This is an optimization exercise on Yosys and OpenROAD, whose aim is a short achievable clock period and few clock cycles, not a production implementation. RTL that was checked went through simulation tests only; none was proved equivalent to the original. Power and IR drop assume default switching activity.

==> amber: inputs <==
==> flow/design.v <==
module cpu(clk,reset,s,in,out,N,V,Z,w,mem_addr,mem_cmd);
	input clk, reset, s;
	input [15:0] in;
	output N, V, Z, w;
	output [1:0] mem_cmd;
	output [8:0] mem_addr;
	output [15:0] out;
	reg N, V, Z, w;
	reg [1:0] mem_cmd;
	reg [8:0] mem_addr;
	reg [15:0] out;
	function [13:0] predec;
		input [15:0] x;
		reg movi, movr, add, cmp, andi, mvn, ldr, str, halt;
		begin
			movi = (x[15:11] == 5'b11010);
			movr = (x[15:11] == 5'b11000);
			add  = (x[15:11] == 5'b10100);
			cmp  = (x[15:11] == 5'b10101);
			andi = (x[15:11] == 5'b10110);
			mvn  = (x[15:11] == 5'b10111);
			ldr  = (x[15:13] == 3'b011);
			str  = (x[15:13] == 3'b100);
			halt = (x[15:13] == 3'b111);
			predec = {halt, str, ldr, mvn, andi, cmp, add, movr, movi,
			          add | cmp | andi | ldr | str,    
			          movi,                            
			          str,                             
			          movr | add | andi | mvn | ldr,   
			          movr | add | cmp | andi | mvn};  
		end
	endfunction
	reg [8:0] pc;           
	reg busF, busL;         
	reg prevF, prevL;       
	reg [2:0] bus_rd;       
	reg [2:0] ld_rd;        
	reg [15:0] b0, b1, b2, b3;
	reg [13:0] p0, p1, p2, p3;
	reg [1:0] wp, rp;
	reg [2:0] cnt;
	reg [15:0] q0;
	reg [13:0] qd;
	reg v0;
	reg halt_issued;
	reg ex_v, ex_wen, ex_cmp, ex_ldr, ex_str, ex_halt, ex_and, ex_pass, ex_cin;
	reg [2:0] ex_rd;
	reg [15:0] A, B, S;
	wire d_halt = qd[13], d_str = qd[12], d_ldr = qd[11], d_mvn = qd[10];
	wire d_and = qd[9], d_cmp = qd[8], d_add = qd[7], d_movr = qd[6], d_movi = qd[5];
	wire rA = qd[4], wA = qd[3], rD = qd[2], wD = qd[1], rM = qd[0];
	wire [2:0] fa = q0[10:8];
	wire [2:0] fd = q0[7:5];
	wire [2:0] fm = q0[2:0];
	wire [15:0] sum;
	wire [15:0] res;
	wire [2:0] fl;
	ALU alu(.A(A), .B(B), .cin(ex_cin), .sel_and(ex_and), .sel_pass(ex_pass),
	        .sum(sum), .res(res), .flags(fl));
	wire [15:0] va, vb, vs;
	regfile RF(.clk(clk),
	           .we1(ex_v & ex_wen), .wn1(ex_rd), .wd1(res),
	           .we2(prevL), .wn2(ld_rd), .wd2(in),
	           .rn_a(fa), .rn_b(fm), .rn_s(fd),
	           .da(va), .db(vb), .ds(vs));
	wire [15:0] vb_sh;
	shifter SH(.in(vb), .shift(q0[4:3]), .sout(vb_sh));
	wire [15:0] sx5 = {{11{q0[4]}}, q0[4:0]};
	wire [15:0] sx8 = {{8{q0[7]}}, q0[7:0]};
	wire [15:0] nextB = d_movi ? sx8 :
	                    (d_ldr | d_str) ? sx5 :
	                    ((d_cmp | d_mvn) ? ~vb_sh : vb_sh);
	wire hz_ex = ex_v & ex_ldr &
	             (((rA | wA) & (fa == ex_rd)) | ((rD | wD) & (fd == ex_rd)) |
	              (rM & (fm == ex_rd)));
	wire hz_bus = busL &
	             ((rA & (fa == bus_rd)) | (rD & (fd == bus_rd)) |
	              (rM & (fm == bus_rd)));
	wire rd_go = v0 & ~halt_issued & ~hz_ex & ~hz_bus;
	always @(posedge clk) begin
		A <= va;
		B <= nextB;
		S <= vs;
		ex_rd <= wA ? fa : fd;
		ex_wen <= wA | (wD & ~d_ldr);
		ex_cmp <= d_cmp;
		ex_ldr <= d_ldr;
		ex_str <= d_str;
		ex_halt <= d_halt;
		ex_and <= d_and;
		ex_pass <= d_movi | d_movr | d_mvn;
		ex_cin <= d_cmp;
		if (reset)
			ex_v <= 1'b0;
		else
			ex_v <= rd_go;
	end
	always @(posedge clk) begin
		if (ex_v & ex_cmp) begin
			N <= fl[2];
			V <= fl[1];
			Z <= fl[0];
		end
		if (reset)
			w <= 1'b0;
		else if (ex_v & ex_halt)
			w <= 1'b1;
		if (reset)
			halt_issued <= 1'b0;
		else if (rd_go & d_halt)
			halt_issued <= 1'b1;
	end
	wire ex_mem = ex_v & (ex_ldr | ex_str);
	wire [2:0] pend = cnt + {2'b0, v0} + {2'b0, prevF} + {2'b0, busF};
	wire fetch = s & ~halt_issued & ~w & (pend < 3'd4);
	always @(posedge clk) begin
		if (reset) begin
			mem_cmd <= 2'd1;
			mem_addr <= 9'd0;
			pc <= 9'd1;
			busF <= 1'b1;
			busL <= 1'b0;
			prevF <= 1'b0;
			prevL <= 1'b0;
		end else begin
			prevF <= busF;
			prevL <= busL;
			if (ex_mem) begin
				mem_cmd <= ex_ldr ? 2'd1 : 2'd2;
				mem_addr <= sum[8:0];
				busF <= 1'b0;
				busL <= ex_ldr;
			end else if (fetch) begin
				mem_cmd <= 2'd1;
				mem_addr <= pc;
				pc <= pc + 9'd1;
				busF <= 1'b1;
				busL <= 1'b0;
			end else begin
				mem_cmd <= 2'd0;
				busF <= 1'b0;
				busL <= 1'b0;
			end
		end
		out <= S;
		bus_rd <= ex_rd;
		ld_rd <= bus_rd;
	end
	wire [13:0] pin = predec(in);
	wire ld0 = rd_go | ~v0;
	wire empty = (cnt == 3'd0);
	wire avail = ~empty | prevF;
	wire take = ld0 & avail;
	reg [15:0] bh;
	reg [13:0] ph;
	always @(*) begin
		case (rp)
			2'd0: begin bh = b0; ph = p0; end
			2'd1: begin bh = b1; ph = p1; end
			2'd2: begin bh = b2; ph = p2; end
			default: begin bh = b3; ph = p3; end
		endcase
	end
	always @(posedge clk) begin
		if (prevF) begin
			case (wp)
				2'd0: begin b0 <= in; p0 <= pin; end
				2'd1: begin b1 <= in; p1 <= pin; end
				2'd2: begin b2 <= in; p2 <= pin; end
				default: begin b3 <= in; p3 <= pin; end
			endcase
		end
		if (take) begin
			q0 <= empty ? in : bh;
			qd <= empty ? pin : ph;
		end
		if (reset) begin
			wp <= 2'd0;
			rp <= 2'd0;
			cnt <= 3'd0;
			v0 <= 1'b0;
		end else begin
			if (prevF)
				wp <= wp + 2'd1;
			if (take)
				rp <= rp + 2'd1;
			cnt <= cnt + {2'b0, prevF} - {2'b0, take};
			if (ld0)
				v0 <= avail;
		end
	end
endmodule
module regfile(clk,we1,wn1,wd1,we2,wn2,wd2,rn_a,rn_b,rn_s,da,db,ds);
	input clk, we1, we2;
	input [2:0] wn1, wn2, rn_a, rn_b, rn_s;
	input [15:0] wd1, wd2;
	output [15:0] da, db, ds;
	reg [15:0] R0, R1, R2, R3, R4, R5, R6, R7;
	function [15:0] rd;
		input [2:0] n;
		input [15:0] r0, r1, r2, r3, r4, r5, r6, r7;
		case (n)
			3'd0: rd = r0;
			3'd1: rd = r1;
			3'd2: rd = r2;
			3'd3: rd = r3;
			3'd4: rd = r4;
			3'd5: rd = r5;
			3'd6: rd = r6;
			default: rd = r7;
		endcase
	endfunction
	function [15:0] fw;
		input [2:0] n;
		input [15:0] r;
		input e1, e2;
		input [2:0] n1, n2;
		input [15:0] d1, d2;
		if (e1 && n1 == n)
			fw = d1;
		else if (e2 && n2 == n)
			fw = d2;
		else
			fw = r;
	endfunction
	assign da = fw(rn_a, rd(rn_a, R0, R1, R2, R3, R4, R5, R6, R7), we1, we2, wn1, wn2, wd1, wd2);
	assign db = fw(rn_b, rd(rn_b, R0, R1, R2, R3, R4, R5, R6, R7), we1, we2, wn1, wn2, wd1, wd2);
	assign ds = fw(rn_s, rd(rn_s, R0, R1, R2, R3, R4, R5, R6, R7), we1, we2, wn1, wn2, wd1, wd2);
	always @(posedge clk) begin
		if (we1 && wn1 == 3'd0) R0 <= wd1; else if (we2 && wn2 == 3'd0) R0 <= wd2;
		if (we1 && wn1 == 3'd1) R1 <= wd1; else if (we2 && wn2 == 3'd1) R1 <= wd2;
		if (we1 && wn1 == 3'd2) R2 <= wd1; else if (we2 && wn2 == 3'd2) R2 <= wd2;
		if (we1 && wn1 == 3'd3) R3 <= wd1; else if (we2 && wn2 == 3'd3) R3 <= wd2;
		if (we1 && wn1 == 3'd4) R4 <= wd1; else if (we2 && wn2 == 3'd4) R4 <= wd2;
		if (we1 && wn1 == 3'd5) R5 <= wd1; else if (we2 && wn2 == 3'd5) R5 <= wd2;
		if (we1 && wn1 == 3'd6) R6 <= wd1; else if (we2 && wn2 == 3'd6) R6 <= wd2;
		if (we1 && wn1 == 3'd7) R7 <= wd1; else if (we2 && wn2 == 3'd7) R7 <= wd2;
	end
endmodule
module shifter(in,shift,sout);
	input [15:0] in;
	input [1:0] shift;
	output [15:0] sout;
	reg [15:0] sout;
	always @(*) begin
		case(shift)
			0: sout = in;
			1: sout = {in[14:0], 1'b0};
			2: sout = {1'b0, in[15:1]};
			default: sout = {in[15], in[15:1]};
		endcase
	end
endmodule
module ALU(A,B,cin,sel_and,sel_pass,sum,res,flags);
	input [15:0] A, B;
	input cin, sel_and, sel_pass;
	output [15:0] sum, res;
	output [2:0] flags;
	assign sum = A + B + {15'b0, cin};
	assign res = sel_and ? (A & B) : (sel_pass ? B : sum);
	assign flags = {sum[15], (A[15] != B[15]) && (sum[15] != A[15]), sum == 16'b0};
endmodule
==> flow/run.sh <==
#!/bin/bash
# synth_recipe.tcl (not shown) runs the flow's synth.tcl, then flattens the netlist and writes it again
# the make line also repeats each setting of config.mk as NAME=value (left out here)
make -C /OpenROAD-flow-scripts/flow DESIGN_CONFIG=/design/flow/config.mk WORK_HOME=/design/flow/orfs CLKGATE_MAP_FILE= SYNTH_SCRIPT=/design/flow/synth_recipe.tcl finish
==> flow/config.mk <==
export PLATFORM = sky130hd
export DESIGN_NAME = cpu
export DESIGN_NICKNAME = cpu
export VERILOG_FILES = /design/flow/design.v
export SDC_FILE = /design/flow/constraint.sdc
export NUM_CORES = 4
export LEC_CHECK = 0
export CAP_MARGIN = 20
export CORE_MARGIN = 2
export CORE_UTILIZATION = 40
export SETUP_SLACK_MARGIN = 4
export SLEW_MARGIN = 20
==> flow/constraint.sdc <==
create_clock -name core_clock -period 6.0 [get_ports {clk}]
set_input_delay 1.2000 -clock core_clock [delete_from_list [all_inputs] [get_ports {clk}]]
set_output_delay 1.2000 -clock core_clock [all_outputs]
set_load 0.01 [all_outputs]
==> inputs of violet, as changes to amber <==
--- a/flow/design.v
+++ b/flow/design.v
@@ -9,87 +9,77 @@
 	reg [1:0] mem_cmd;
 	reg [8:0] mem_addr;
 	reg [15:0] out;
-	function [13:0] predec;
-		input [15:0] x;
-		reg movi, movr, add, cmp, andi, mvn, ldr, str, halt;
-		begin
-			movi = (x[15:11] == 5'b11010);
-			movr = (x[15:11] == 5'b11000);
-			add  = (x[15:11] == 5'b10100);
-			cmp  = (x[15:11] == 5'b10101);
-			andi = (x[15:11] == 5'b10110);
-			mvn  = (x[15:11] == 5'b10111);
-			ldr  = (x[15:13] == 3'b011);
-			str  = (x[15:13] == 3'b100);
-			halt = (x[15:13] == 3'b111);
-			predec = {halt, str, ldr, mvn, andi, cmp, add, movr, movi,
-			          add | cmp | andi | ldr | str,    
-			          movi,                            
-			          str,                             
-			          movr | add | andi | mvn | ldr,   
-			          movr | add | cmp | andi | mvn};  
-		end
-	endfunction
 	reg [8:0] pc;           
 	reg busF, busL;         
 	reg prevF, prevL;       
 	reg [2:0] bus_rd;       
 	reg [2:0] ld_rd;        
-	reg [15:0] b0, b1, b2, b3;
-	reg [13:0] p0, p1, p2, p3;
-	reg [1:0] wp, rp;
-	reg [2:0] cnt;
-	reg [15:0] q0;
-	reg [13:0] qd;
-	reg v0;
+	reg [15:0] q0, q1, q2, q3;
+	reg v0, v1, v2, v3;
 	reg halt_issued;
 	reg ex_v, ex_wen, ex_cmp, ex_ldr, ex_str, ex_halt, ex_and, ex_pass, ex_cin;
 	reg [2:0] ex_rd;
 	reg [15:0] A, B, S;
-	wire d_halt = qd[13], d_str = qd[12], d_ldr = qd[11], d_mvn = qd[10];
-	wire d_and = qd[9], d_cmp = qd[8], d_add = qd[7], d_movr = qd[6], d_movi = qd[5];
-	wire rA = qd[4], wA = qd[3], rD = qd[2], wD = qd[1], rM = qd[0];
-	wire [2:0] fa = q0[10:8];
-	wire [2:0] fd = q0[7:5];
-	wire [2:0] fm = q0[2:0];
+	wire [2:0] opc = q0[15:13];
+	wire [1:0] op  = q0[12:11];
+	wire is_movi = (opc == 3'b110) && (op == 2'b10);
+	wire is_movr = (opc == 3'b110) && (op == 2'b00);
+	wire is_alu  = (opc == 3'b101);
+	wire is_add  = is_alu && (op == 2'b00);
+	wire is_cmp  = is_alu && (op == 2'b01);
+	wire is_and  = is_alu && (op == 2'b10);
+	wire is_mvn  = is_alu && (op == 2'b11);
+	wire is_ldr  = (opc == 3'b011);
+	wire is_str  = (opc == 3'b100);
+	wire is_halt = (opc == 3'b111);
+	wire [2:0] rn = q0[10:8];
+	wire [2:0] rm = q0[2:0];
+	wire [2:0] rdf = q0[7:5];
+	wire [2:0] wd = is_movi ? rn : rdf;
+	wire useA = is_add | is_cmp | is_and | is_ldr | is_str;
+	wire useB = is_movr | is_alu;
+	wire useS = is_str;
+	wire wen  = is_movi | is_movr | is_add | is_and | is_mvn;
+	wire wany = wen | is_ldr;
 	wire [15:0] sum;
 	wire [15:0] res;
 	wire [2:0] fl;
 	ALU alu(.A(A), .B(B), .cin(ex_cin), .sel_and(ex_and), .sel_pass(ex_pass),
 	        .sum(sum), .res(res), .flags(fl));
+	wire ex_fw = ex_v & ex_wen;
 	wire [15:0] va, vb, vs;
 	regfile RF(.clk(clk),
-	           .we1(ex_v & ex_wen), .wn1(ex_rd), .wd1(res),
+	           .we1(ex_fw), .wn1(ex_rd), .wd1(res),
 	           .we2(prevL), .wn2(ld_rd), .wd2(in),
-	           .rn_a(fa), .rn_b(fm), .rn_s(fd),
+	           .rn_a(rn), .rn_b(rm), .rn_s(rdf),
 	           .da(va), .db(vb), .ds(vs));
 	wire [15:0] vb_sh;
 	shifter SH(.in(vb), .shift(q0[4:3]), .sout(vb_sh));
 	wire [15:0] sx5 = {{11{q0[4]}}, q0[4:0]};
 	wire [15:0] sx8 = {{8{q0[7]}}, q0[7:0]};
-	wire [15:0] nextB = d_movi ? sx8 :
-	                    (d_ldr | d_str) ? sx5 :
-	                    ((d_cmp | d_mvn) ? ~vb_sh : vb_sh);
+	wire [15:0] nextB = is_movi ? sx8 :
+	                    (is_ldr | is_str) ? sx5 :
+	                    ((is_cmp | is_mvn) ? ~vb_sh : vb_sh);
 	wire hz_ex = ex_v & ex_ldr &
-	             (((rA | wA) & (fa == ex_rd)) | ((rD | wD) & (fd == ex_rd)) |
-	              (rM & (fm == ex_rd)));
+	             ((useA & (rn == ex_rd)) | (useB & (rm == ex_rd)) |
+	              (useS & (rdf == ex_rd)) | (wany & (wd == ex_rd)));
 	wire hz_bus = busL &
-	             ((rA & (fa == bus_rd)) | (rD & (fd == bus_rd)) |
-	              (rM & (fm == bus_rd)));
+	             ((useA & (rn == bus_rd)) | (useB & (rm == bus_rd)) |
+	              (useS & (rdf == bus_rd)));
 	wire rd_go = v0 & ~halt_issued & ~hz_ex & ~hz_bus;
 	always @(posedge clk) begin
 		A <= va;
 		B <= nextB;
 		S <= vs;
-		ex_rd <= wA ? fa : fd;
-		ex_wen <= wA | (wD & ~d_ldr);
-		ex_cmp <= d_cmp;
-		ex_ldr <= d_ldr;
-		ex_str <= d_str;
-		ex_halt <= d_halt;
-		ex_and <= d_and;
-		ex_pass <= d_movi | d_movr | d_mvn;
-		ex_cin <= d_cmp;
+		ex_rd <= wd;
+		ex_wen <= wen;
+		ex_cmp <= is_cmp;
+		ex_ldr <= is_ldr;
+		ex_str <= is_str;
+		ex_halt <= is_halt;
+		ex_and <= is_and;
+		ex_pass <= is_movi | is_movr | is_mvn;
+		ex_cin <= is_cmp;
 		if (reset)
 			ex_v <= 1'b0;
 		else
@@ -107,11 +97,12 @@
 			w <= 1'b1;
 		if (reset)
 			halt_issued <= 1'b0;
-		else if (rd_go & d_halt)
+		else if (rd_go & is_halt)
 			halt_issued <= 1'b1;
 	end
 	wire ex_mem = ex_v & (ex_ldr | ex_str);
-	wire [2:0] pend = cnt + {2'b0, v0} + {2'b0, prevF} + {2'b0, busF};
+	wire [2:0] cnt = {2'b0, v0} + {2'b0, v1} + {2'b0, v2} + {2'b0, v3};
+	wire [2:0] pend = cnt + {2'b0, prevF} + {2'b0, busF};
 	wire fetch = s & ~halt_issued & ~w & (pend < 3'd4);
 	always @(posedge clk) begin
 		if (reset) begin
@@ -146,47 +137,29 @@
 		bus_rd <= ex_rd;
 		ld_rd <= bus_rd;
 	end
-	wire [13:0] pin = predec(in);
-	wire ld0 = rd_go | ~v0;
-	wire empty = (cnt == 3'd0);
-	wire avail = ~empty | prevF;
-	wire take = ld0 & avail;
-	reg [15:0] bh;
-	reg [13:0] ph;
-	always @(*) begin
-		case (rp)
-			2'd0: begin bh = b0; ph = p0; end
-			2'd1: begin bh = b1; ph = p1; end
-			2'd2: begin bh = b2; ph = p2; end
-			default: begin bh = b3; ph = p3; end
-		endcase
-	end
-	always @(posedge clk) begin
-		if (prevF) begin
-			case (wp)
-				2'd0: begin b0 <= in; p0 <= pin; end
-				2'd1: begin b1 <= in; p1 <= pin; end
-				2'd2: begin b2 <= in; p2 <= pin; end
-				default: begin b3 <= in; p3 <= pin; end
-			endcase
-		end
-		if (take) begin
-			q0 <= empty ? in : bh;
-			qd <= empty ? pin : ph;
-		end
+	wire e0v = rd_go ? v1 : v0;
+	wire e1v = rd_go ? v2 : v1;
+	wire e2v = rd_go ? v3 : v2;
+	wire e3v = rd_go ? 1'b0 : v3;
+	wire [15:0] e0 = rd_go ? q1 : q0;
+	wire [15:0] e1 = rd_go ? q2 : q1;
+	wire [15:0] e2 = rd_go ? q3 : q2;
+	wire [15:0] e3 = q3;
+	always @(posedge clk) begin
+		q0 <= (prevF & ~e0v) ? in : e0;
+		q1 <= (prevF & e0v & ~e1v) ? in : e1;
+		q2 <= (prevF & e1v & ~e2v) ? in : e2;
+		q3 <= (prevF & e2v & ~e3v) ? in : e3;
 		if (reset) begin
-			wp <= 2'd0;
-			rp <= 2'd0;
-			cnt <= 3'd0;
 			v0 <= 1'b0;
+			v1 <= 1'b0;
+			v2 <= 1'b0;
+			v3 <= 1'b0;
 		end else begin
-			if (prevF)
-				wp <= wp + 2'd1;
-			if (take)
-				rp <= rp + 2'd1;
-			cnt <= cnt + {2'b0, prevF} - {2'b0, take};
-			if (ld0)
-				v0 <= avail;
+			v0 <= e0v | prevF;
+			v1 <= e1v | (prevF & e0v);
+			v2 <= e2v | (prevF & e1v);
+			v3 <= e3v | (prevF & e2v);
 		end
 	end
 endmodule
==> summary.txt <==
| quantity | violet | amber |
|---|---|---|
| Average instance area after synthesis | 9.84 um^2 | 10.4 um^2 |
| Area share of the leading cell type in the synthesized netlist | 32.9% | 36.8% |
| Most frequently used cell type in the post-synthesis netlist | nand2_1 | edfxtp_1 |
| CTS Buf Count | 36 | 41 |
| Final worst-path setup slack | 3.00 ns | 3.00 ns |
| Number of setup buffers added after CTS | 112 | 87 |
| Total number of multi-input combinational cells | 1,318 | 1,344 |
| First-pass DRT Iterations | 9 | 6 |
| Instance area after placement | 19,400 um^2 | 21,400 um^2 |
| Post-synthesis share of cell area spent on full adders, half adders and majority gates | 1.72% | 2.19% |
| Power density over cell area | 414 nW/um^2 | 661 nW/um^2 |
| Last weighted congestion value of the routability-driven placer | 0.927 | 0.922 |
| Avg WL per Cell | 27.2 um | 27.5 um |
| Synthesized netlist net count | 1,848 | 1,946 |
| Run status | no timing/DRC/antenna violations | no timing/DRC/antenna violations |
| Share of synthesized area spent on multiplexers | 13.4% | 12.2% |
| Largest net degree at the start of global routing | 50 | 45 |
| Met2 capacity usage during global routing | 45.4% | 43.8% |
| Final std cell area, no fill | 25,000 um^2 | 26,200 um^2 |
| Seq area share | 32.5% | 36.6% |
| Post-Synth Simple-Gate Area | 13.1% | 12.1% |
| Metal3 WL | 8.05 mm | 7.27 mm |
| Switching power | 4030 uW | 7670 uW |
| Layout fillers | 3,563 | 4,074 |
Testbench counts of violet, summed over its fixed seeds: cycles 8,450.
No functional check of the RTL was part of amber.

static timing again, ports no longer ideal:
Ports are ideal in the flow. The routed layouts listed here were re-timed in OpenROAD.
Step 1 sets driving cells, clkbuf_16 on the clock port and buf_2 on the other inputs (assumed; they add their load-dependent delay and slew).
Step 2, shift: input delay + t, output delay - t, t = (earliest + latest rising clock arrival at the registers) / 2. This alone moves slack from input paths to output paths.
Slacks: no drivers / after step 1 / after step 2; pairs: no drivers / after step 1.
run	shift t [ns]	slack for setup (ns)	hold slack, ns
amber	0.629	3.001 / 3.001 / 2.631	0.324 / 0.324 / 0.324
violet	0.633	3.002 / 3.002 / 2.582	0.325 / 0.325 / 0.325
After both steps setup and hold are still met in every run listed. For violet, which loses most, drivers alone change the setup slack by 0.000 ns; drivers and shift together by -0.420 ns.
